Source: an optimization exercise on an open RTL-to-GDS flow (aim: small area and a short achievable clock period). Production flows keep margins and buffers that such runs may drop. The RTL was checked by simulation tests, not by an equivalence proof against the original design.

==> config.mk <==
export PLATFORM = sky130hd
export DESIGN_NAME = GPPM
export DESIGN_NICKNAME = GPPM
export VERILOG_FILES = /design/flow/design.v
export SDC_FILE = /design/flow/constraint.sdc
export NUM_CORES = 4
export LEC_CHECK = 0
export ABC_AREA = 1
export CAP_MARGIN = 20
export CORE_MARGIN = 2
export CORE_UTILIZATION = 35
export SLEW_MARGIN = 20
==> constraint.sdc <==
create_clock -name core_clock -period 125.0 [get_ports {clk}]
set_input_delay 25.0000 -clock core_clock [delete_from_list [all_inputs] [get_ports {clk}]]
set_output_delay 25.0000 -clock core_clock [all_outputs]
set_load 0.01 [all_outputs]
==> design.v <==
module ALU(
    input [31:0] a,
    input [31:0] b,
    input [3:0] func,
    output [31:0] res,
    output isZero
);
    wire        sub = (func != 4'd0);
    wire [32:0] sum = {1'b0, a} + {1'b0, b ^ {32{sub}}} + {32'h0, sub};
    wire        ltu = ~sum[32];
    wire        lts = (a[31] ^ b[31]) ? a[31] : sum[31];
    wire [31:0] a_rev;
    genvar gi;
    generate for (gi = 0; gi < 32; gi = gi + 1) begin : rev
        assign a_rev[gi] = a[31-gi];
    end endgenerate
    wire        shl = ~func[0];
    wire [31:0] sh_in = shl ? a_rev : a;
    wire [31:0] sh_out = (|b[31:5]) ? 32'h0 : (sh_in >> b[4:0]);
    wire [31:0] sh_rev;
    generate for (gi = 0; gi < 32; gi = gi + 1) begin : rev2
        assign sh_rev[gi] = sh_out[31-gi];
    end endgenerate
    wire [31:0] prod = a * b;
    wire [31:0] quo;
    DIV div (.a(a), .b(b), .q(quo));
    reg [31:0] r;
    always @(*) begin
        case (func)
            4'd0, 4'd1: r = sum[31:0];
            4'd2: r = prod;
            4'd4: r = a & b;
            4'd5:  r = a | b;
            4'd6: r = a ^ b;
            4'd7: r = ~a;
            4'd8: r = sh_rev;
            4'd9: r = sh_out;
            4'd10: r = {31'h0, lts};
            4'd11: r = {31'h0, ltu};
            default: r = 32'h0;
        endcase
    end
    wire isdiv = (func == 4'd3);
    assign res = isdiv ? quo : r;
    assign isZero = isdiv ? (ltu & (|b)) : ~|r;
endmodule
module DIV(input [31:0] a, input [31:0] b, output [31:0] q);
wire [33:0] B1 = {2'b0,b}; wire [33:0] B2 = {1'b0,b,1'b0}; wire [33:0] B3 = B1 + B2;
wire [1:0] p15 = a[31:30];
wire [2:0] d1_15 = {1'b0,p15} - {1'b0,B1[1:0]};
wire c1_15 = (b <= 32'd3) & ~d1_15[2];
wire [2:0] d2_15 = {1'b0,p15} - {1'b0,B2[1:0]};
wire c2_15 = (b <= 32'd1) & ~d2_15[2];
wire [2:0] d3_15 = {1'b0,p15} - {1'b0,B3[1:0]};
wire c3_15 = (b <= 32'd1) & ~d3_15[2];
assign q[31] = c2_15;
assign q[30] = c3_15 | (c1_15 & ~c2_15);
wire [1:0] r15 = c3_15 ? d3_15[1:0] : c2_15 ? d2_15[1:0] : c1_15 ? d1_15[1:0] : p15;
wire [3:0] p14 = {r15, a[29:28]};
wire [4:0] d1_14 = {1'b0,p14} - {1'b0,B1[3:0]};
wire c1_14 = (b <= 32'd15) & ~d1_14[4];
wire [4:0] d2_14 = {1'b0,p14} - {1'b0,B2[3:0]};
wire c2_14 = (b <= 32'd7) & ~d2_14[4];
wire [4:0] d3_14 = {1'b0,p14} - {1'b0,B3[3:0]};
wire c3_14 = (b <= 32'd5) & ~d3_14[4];
assign q[29] = c2_14;
assign q[28] = c3_14 | (c1_14 & ~c2_14);
wire [3:0] r14 = c3_14 ? d3_14[3:0] : c2_14 ? d2_14[3:0] : c1_14 ? d1_14[3:0] : p14;
wire [5:0] p13 = {r14, a[27:26]};
wire [6:0] d1_13 = {1'b0,p13} - {1'b0,B1[5:0]};
wire c1_13 = (b <= 32'd63) & ~d1_13[6];
wire [6:0] d2_13 = {1'b0,p13} - {1'b0,B2[5:0]};
wire c2_13 = (b <= 32'd31) & ~d2_13[6];
wire [6:0] d3_13 = {1'b0,p13} - {1'b0,B3[5:0]};
wire c3_13 = (b <= 32'd21) & ~d3_13[6];
assign q[27] = c2_13;
assign q[26] = c3_13 | (c1_13 & ~c2_13);
wire [5:0] r13 = c3_13 ? d3_13[5:0] : c2_13 ? d2_13[5:0] : c1_13 ? d1_13[5:0] : p13;
wire [7:0] p12 = {r13, a[25:24]};
wire [8:0] d1_12 = {1'b0,p12} - {1'b0,B1[7:0]};
wire c1_12 = (b <= 32'd255) & ~d1_12[8];
wire [8:0] d2_12 = {1'b0,p12} - {1'b0,B2[7:0]};
wire c2_12 = (b <= 32'd127) & ~d2_12[8];
wire [8:0] d3_12 = {1'b0,p12} - {1'b0,B3[7:0]};
wire c3_12 = (b <= 32'd85) & ~d3_12[8];
assign q[25] = c2_12;
assign q[24] = c3_12 | (c1_12 & ~c2_12);
wire [7:0] r12 = c3_12 ? d3_12[7:0] : c2_12 ? d2_12[7:0] : c1_12 ? d1_12[7:0] : p12;
wire [9:0] p11 = {r12, a[23:22]};
wire [10:0] d1_11 = {1'b0,p11} - {1'b0,B1[9:0]};
wire c1_11 = (b <= 32'd1023) & ~d1_11[10];
wire [10:0] d2_11 = {1'b0,p11} - {1'b0,B2[9:0]};
wire c2_11 = (b <= 32'd511) & ~d2_11[10];
wire [10:0] d3_11 = {1'b0,p11} - {1'b0,B3[9:0]};
wire c3_11 = (b <= 32'd341) & ~d3_11[10];
assign q[23] = c2_11;
assign q[22] = c3_11 | (c1_11 & ~c2_11);
wire [9:0] r11 = c3_11 ? d3_11[9:0] : c2_11 ? d2_11[9:0] : c1_11 ? d1_11[9:0] : p11;
wire [11:0] p10 = {r11, a[21:20]};
wire [12:0] d1_10 = {1'b0,p10} - {1'b0,B1[11:0]};
wire c1_10 = (b <= 32'd4095) & ~d1_10[12];
wire [12:0] d2_10 = {1'b0,p10} - {1'b0,B2[11:0]};
wire c2_10 = (b <= 32'd2047) & ~d2_10[12];
wire [12:0] d3_10 = {1'b0,p10} - {1'b0,B3[11:0]};
wire c3_10 = (b <= 32'd1365) & ~d3_10[12];
assign q[21] = c2_10;
assign q[20] = c3_10 | (c1_10 & ~c2_10);
wire [11:0] r10 = c3_10 ? d3_10[11:0] : c2_10 ? d2_10[11:0] : c1_10 ? d1_10[11:0] : p10;
wire [13:0] p9 = {r10, a[19:18]};
wire [14:0] d1_9 = {1'b0,p9} - {1'b0,B1[13:0]};
wire c1_9 = (b <= 32'd16383) & ~d1_9[14];
wire [14:0] d2_9 = {1'b0,p9} - {1'b0,B2[13:0]};
wire c2_9 = (b <= 32'd8191) & ~d2_9[14];
wire [14:0] d3_9 = {1'b0,p9} - {1'b0,B3[13:0]};
wire c3_9 = (b <= 32'd5461) & ~d3_9[14];
assign q[19] = c2_9;
assign q[18] = c3_9 | (c1_9 & ~c2_9);
wire [13:0] r9 = c3_9 ? d3_9[13:0] : c2_9 ? d2_9[13:0] : c1_9 ? d1_9[13:0] : p9;
wire [15:0] p8 = {r9, a[17:16]};
wire [16:0] d1_8 = {1'b0,p8} - {1'b0,B1[15:0]};
wire c1_8 = (b <= 32'd65535) & ~d1_8[16];
wire [16:0] d2_8 = {1'b0,p8} - {1'b0,B2[15:0]};
wire c2_8 = (b <= 32'd32767) & ~d2_8[16];
wire [16:0] d3_8 = {1'b0,p8} - {1'b0,B3[15:0]};
wire c3_8 = (b <= 32'd21845) & ~d3_8[16];
assign q[17] = c2_8;
assign q[16] = c3_8 | (c1_8 & ~c2_8);
wire [15:0] r8 = c3_8 ? d3_8[15:0] : c2_8 ? d2_8[15:0] : c1_8 ? d1_8[15:0] : p8;
wire [17:0] p7 = {r8, a[15:14]};
wire [18:0] d1_7 = {1'b0,p7} - {1'b0,B1[17:0]};
wire c1_7 = (b <= 32'd262143) & ~d1_7[18];
wire [18:0] d2_7 = {1'b0,p7} - {1'b0,B2[17:0]};
wire c2_7 = (b <= 32'd131071) & ~d2_7[18];
wire [18:0] d3_7 = {1'b0,p7} - {1'b0,B3[17:0]};
wire c3_7 = (b <= 32'd87381) & ~d3_7[18];
assign q[15] = c2_7;
assign q[14] = c3_7 | (c1_7 & ~c2_7);
wire [17:0] r7 = c3_7 ? d3_7[17:0] : c2_7 ? d2_7[17:0] : c1_7 ? d1_7[17:0] : p7;
wire [19:0] p6 = {r7, a[13:12]};
wire [20:0] d1_6 = {1'b0,p6} - {1'b0,B1[19:0]};
wire c1_6 = (b <= 32'd1048575) & ~d1_6[20];
wire [20:0] d2_6 = {1'b0,p6} - {1'b0,B2[19:0]};
wire c2_6 = (b <= 32'd524287) & ~d2_6[20];
wire [20:0] d3_6 = {1'b0,p6} - {1'b0,B3[19:0]};
wire c3_6 = (b <= 32'd349525) & ~d3_6[20];
assign q[13] = c2_6;
assign q[12] = c3_6 | (c1_6 & ~c2_6);
wire [19:0] r6 = c3_6 ? d3_6[19:0] : c2_6 ? d2_6[19:0] : c1_6 ? d1_6[19:0] : p6;
wire [21:0] p5 = {r6, a[11:10]};
wire [22:0] d1_5 = {1'b0,p5} - {1'b0,B1[21:0]};
wire c1_5 = (b <= 32'd4194303) & ~d1_5[22];
wire [22:0] d2_5 = {1'b0,p5} - {1'b0,B2[21:0]};
wire c2_5 = (b <= 32'd2097151) & ~d2_5[22];
wire [22:0] d3_5 = {1'b0,p5} - {1'b0,B3[21:0]};
wire c3_5 = (b <= 32'd1398101) & ~d3_5[22];
assign q[11] = c2_5;
assign q[10] = c3_5 | (c1_5 & ~c2_5);
wire [21:0] r5 = c3_5 ? d3_5[21:0] : c2_5 ? d2_5[21:0] : c1_5 ? d1_5[21:0] : p5;
wire [23:0] p4 = {r5, a[9:8]};
wire [24:0] d1_4 = {1'b0,p4} - {1'b0,B1[23:0]};
wire c1_4 = (b <= 32'd16777215) & ~d1_4[24];
wire [24:0] d2_4 = {1'b0,p4} - {1'b0,B2[23:0]};
wire c2_4 = (b <= 32'd8388607) & ~d2_4[24];
wire [24:0] d3_4 = {1'b0,p4} - {1'b0,B3[23:0]};
wire c3_4 = (b <= 32'd5592405) & ~d3_4[24];
assign q[9] = c2_4;
assign q[8] = c3_4 | (c1_4 & ~c2_4);
wire [23:0] r4 = c3_4 ? d3_4[23:0] : c2_4 ? d2_4[23:0] : c1_4 ? d1_4[23:0] : p4;
wire [25:0] p3 = {r4, a[7:6]};
wire [26:0] d1_3 = {1'b0,p3} - {1'b0,B1[25:0]};
wire c1_3 = (b <= 32'd67108863) & ~d1_3[26];
wire [26:0] d2_3 = {1'b0,p3} - {1'b0,B2[25:0]};
wire c2_3 = (b <= 32'd33554431) & ~d2_3[26];
wire [26:0] d3_3 = {1'b0,p3} - {1'b0,B3[25:0]};
wire c3_3 = (b <= 32'd22369621) & ~d3_3[26];
assign q[7] = c2_3;
assign q[6] = c3_3 | (c1_3 & ~c2_3);
wire [25:0] r3 = c3_3 ? d3_3[25:0] : c2_3 ? d2_3[25:0] : c1_3 ? d1_3[25:0] : p3;
wire [27:0] p2 = {r3, a[5:4]};
wire [28:0] d1_2 = {1'b0,p2} - {1'b0,B1[27:0]};
wire c1_2 = (b <= 32'd268435455) & ~d1_2[28];
wire [28:0] d2_2 = {1'b0,p2} - {1'b0,B2[27:0]};
wire c2_2 = (b <= 32'd134217727) & ~d2_2[28];
wire [28:0] d3_2 = {1'b0,p2} - {1'b0,B3[27:0]};
wire c3_2 = (b <= 32'd89478485) & ~d3_2[28];
assign q[5] = c2_2;
assign q[4] = c3_2 | (c1_2 & ~c2_2);
wire [27:0] r2 = c3_2 ? d3_2[27:0] : c2_2 ? d2_2[27:0] : c1_2 ? d1_2[27:0] : p2;
wire [29:0] p1 = {r2, a[3:2]};
wire [30:0] d1_1 = {1'b0,p1} - {1'b0,B1[29:0]};
wire c1_1 = (b <= 32'd1073741823) & ~d1_1[30];
wire [30:0] d2_1 = {1'b0,p1} - {1'b0,B2[29:0]};
wire c2_1 = (b <= 32'd536870911) & ~d2_1[30];
wire [30:0] d3_1 = {1'b0,p1} - {1'b0,B3[29:0]};
wire c3_1 = (b <= 32'd357913941) & ~d3_1[30];
assign q[3] = c2_1;
assign q[2] = c3_1 | (c1_1 & ~c2_1);
wire [29:0] r1 = c3_1 ? d3_1[29:0] : c2_1 ? d2_1[29:0] : c1_1 ? d1_1[29:0] : p1;
wire [31:0] p0 = {r1, a[1:0]};
wire [32:0] d1_0 = {1'b0,p0} - {1'b0,B1[31:0]};
wire c1_0 = 1'b1 & ~d1_0[32];
wire [32:0] d2_0 = {1'b0,p0} - {1'b0,B2[31:0]};
wire c2_0 = (b <= 32'd2147483647) & ~d2_0[32];
wire [32:0] d3_0 = {1'b0,p0} - {1'b0,B3[31:0]};
wire c3_0 = (b <= 32'd1431655765) & ~d3_0[32];
assign q[1] = c2_0;
assign q[0] = c3_0 | (c1_0 & ~c2_0);
endmodule
module RegFile(
    input clk,
    input [3:0] raddr1,
    input [3:0] raddr2,
    input wen,
    input [3:0] waddr,
    input [31:0] wdata,
    output [31:0] rdata1,
    output [31:0] rdata2
);
    reg [31:0] memory [0:15];
    assign rdata1 = memory[raddr1];
    assign rdata2 = memory[raddr2];
    always @ (posedge clk) begin
        if (wen)
            memory[waddr] <= wdata;
    end
endmodule
module GPPM(
    input clk,
    input [3:0] raddr1,
    input [3:0] raddr2,
    input wen,
    input [3:0] waddr,
    input wdsrc,
    input [3:0] func,
    input [31:0] constant,
    output isZero,
    output [31:0] result
);
    wire [31:0] rdata1;
    wire [31:0] rdata2;
    wire [31:0] wdata;
    wire [31:0] ares;
    assign result=ares;
    assign wdata = (wdsrc)? ares : constant;
    RegFile rf (
        .clk (clk),
        .raddr1 (raddr1),
        .raddr2 (raddr2),
        .wen (wen),
        .waddr (waddr),
        .wdata (wdata),
        .rdata1 (rdata1),
        .rdata2 (rdata2)
    );
    ALU alu (
        .a (rdata1),
        .b (rdata2),
        .func (func),
        .res (ares),
        .isZero (isZero)
    );
endmodule
==> run.sh <==
#!/bin/bash
# synth_recipe.tcl (not shown) runs the flow's synth.tcl, then flattens the netlist and writes it again
# the make line also repeats each setting of config.mk as NAME=value (left out here)
make -C /OpenROAD-flow-scripts/flow DESIGN_CONFIG=/design/flow/config.mk WORK_HOME=/design/flow/orfs CLKGATE_MAP_FILE= SYNTH_SCRIPT=/design/flow/synth_recipe.tcl finish
==> run notes <==
[through the flow]
stage	instances	setup slack, ns	cell area, µm²
6_report	14389	15.94	90670
5_1_grt	14385	10.39	90660
4_1_cts	14382	17.04	90650
3_5_place_dp	14300	17.18	89170
3_3_place_gp	14300	18.24	89170
2_1_floorplan	11240	31.47	84430
[cell families (layout without fill, tap and decap cells)]
group | after synthesis | after routing | share of synthesized area [%]
buffers and inverters | 1948 | 1905 | 9.241
muxes | 39 | 39 | 0.5098
and+or+nand+nor | 3228 | 3228 | 15.82
DFF | 512 | 512 | 18.21
other | 0 | 7 | 0
xor gates and xnor gates | 614 | 614 | 6.369
AOI/OAI and AO/OA | 3319 | 3319 | 22.40
adders and majority gates | 1580 | 1580 | 27.45
[metal layers]
layer	vias to the layer above	GRT usage (%)	wire length, µm
met5	-	0	134
met4	22	13.08	19460
met3	772	4.345	29250
met2	3536	42.57	148900
met1	38468	34.43	137200
li1	38251	-	-
[area by class of cell]
type | instances | share of cell area, %
Timing Repair Buffer | 313 | 2.823
Antenna cell | 7 | 0.01932
Inverter | 1510 | 6.273
Multi-Input combinational cell | 8780 | 67.89
Tap cell | 3185 | 4.395
Sequential cell | 512 | 16.96
Clock buffer | 54 | 1.373
Clock inverter | 28 | 0.2663
[cells in the final DEF, fill, tap and decap left out, drive strengths merged, types with 28 or more instances in the layout]
cell type	n
o21ai	1427
a211oi	50
a221oi	78
nand3	392
or2	103
nand2	1965
o21bai	116
clkdlybuf4s50	76
a21oi	1179
mux2	32
ha	1126
nor3	47
edfxtp	512
buf	237
clkbuf	54
xor2	361
xnor2	253
a31oi	30
o211ai	63
inv	1492
nand4	38
nor2	647
o221ai	155
fa	454
clkinv	41
o22ai	49
o2111ai	28
a21o	51
[final timing paths]
| path | end | startpoint |
|---|---|---|
| worst max-delay path | result[0] | raddr2[2] |
| worst max register to register | rf.memory[8][0]$_DFFE_PP_ | rf.memory[13][6]$_DFFE_PP_ |
| worst min-delay path | rf.memory[6][25]$_DFFE_PP_ | rf.memory[11][25]$_DFFE_PP_ |
| worst min register to register | rf.memory[6][25]$_DFFE_PP_ | rf.memory[11][25]$_DFFE_PP_ |
[worst min-delay path: stages, from the launching register on]
cell and delay, ns:
edfxtp_1 0.37, inv_1 0.08, a21oi_1 0.07, o221ai_1 0.18, nand2_1 0.05, buf_4 0.26, o21ai_0 0.20, nor3b_1 0.06
o221ai_1 0.06, nand2_1 0.10, o21ai_0 0.21, buf_4 0.20, mux2_2 0.35
==> out/metrics.cfg <==
[status]
status=timing/DRC/antenna clean

[critical_path]
critical-path-slowest-cell=o311ai_0
critical_path_arrival_ns=84.06
crit_path_max_fanout=86
crit_buf_inv=48
ff2ff_setup_slack_ns=67.17
crit_cells=312
critical_path.endpoint_type=primary output
path_delay_family=compound AO/OA/AOI/OAI gates
cp_slowest_stage_delay_ns=0.91
crit_path_start_kind=primary input
cp.required_ns=100.00
crit_top_cell=nand2_1
crit_type=primary input to primary output
reg2reg_depth=311

[final_layout]
ff_latch_area_um2=15370
area_growth_pct=7.393
final_nets=12795
fill_cells=25191
biggestRegsByFlops=rf.memory: 512 flops
regMostFlops=rf.memory
layout-drive-gt1-share_pct=5.519
largest_register_ffs=512
multi_input_area_um2=61560
final_util_pct=37.73

[hold_path]
hp-class=flip-flop to flip-flop
hold_depth=12

[timing]
rsz0062_at_grt=no
setup_viol=0
period_needed_ns=109.06
hold_violations=0
maxSlewHeadroom_pct=11.37
fmax_ghz=0.009169
tightest_slew_ns=1.321
fin_skew_ns=0.01429
min_period_over_period_pct=87.25
setup_tns_ns=0
drv_slew=0
holdWs_ns=2.388

[placed_design]
gp_congestion=1.050
dp_hpwl_um=244200
io_buffers=83

[logic_synthesis]
ys_ff_latch=512
synthTopCellsByCount=nand2_1 (1,936), inv_1 (1,461), o21ai_0 (1,202)
synthTopCellsByArea=edfxtp_1 (18%), ha_1 (17%), fa_1 (11%), nand2_1 (8.6%), o21ai_0 (7.1%)
async_reset_ff_share_pct=0
syn-cell-area_um2=84430
synth_most_common_cell=nand2_1
synth_edf_count=512
synth_nets=12871
yosysUniqueCellTypes=81
synth_top_area_share_pct=18.21
synthFlopType=edfxtp_1
ys_warn_count=2
synthCells=11240
synth_top_area_cell=edfxtp_1
yosysSeqAreaShare_pct=18.21
synth_area_per_cell_um2=7.512

[global_routing]
track_usage_pct=26.51
antenna_found_initial=22
grt_max_degree=92
grt_pass1_vias=77016
overflow=0
grt_pass1_wl_um=494000

[run]
cap_violations=0

[clocking]
cts_tree=built
cts_made_buffers=47
cts_buffer_depth=3
clk_latency_ns=0.59
cts_resized=0
cts_num_sinks=512
path_clk_slew_ns=0.07
holdBufCountCts=0
h-tree-depth=2
root_buffer=clkbuf_16
post-cts-setup-buffers=0

[route]
wl_per_cell_um=23.28
firstDrtPassIters=7
drc=0
via_count=81049
routed_wl_um=334900
ant_nets=0
vias_per_cell=5.633
drtIter0Drc=8791

[floorplanning]
fp.dieW_um=495.2
start_util_pct=35.14
die_area_um2=245200
core_um2=240300
rows=180
die_h_um=495.2
ios=84

-- re-timing with driven ports --
How much do the figures lean on ideal ports? The routed layout below was timed once more, with nothing changed but the port constraints.
Step 1 assumes that a clkbuf_16 drives the clock port and a buf_2 every other input.
Step 2, shift: input delay + t, output delay - t, t = (earliest + latest rising clock arrival at the registers) / 2. This alone moves slack from input paths to output paths.
Three values: no drivers, after step 1, after step 2; two values: the first two.
t, ns: 0.627
setup slack, ns: 15.939 / 15.919 / 15.919
worst setup path after step 2: input to output
worst slew at a driven data input, ns: 0.13
cell pins on the clock port's net: 1
After both steps this run still meets setup and hold. The setup slack of this run moves by -0.020 ns with the drivers and by -0.020 ns with both steps.
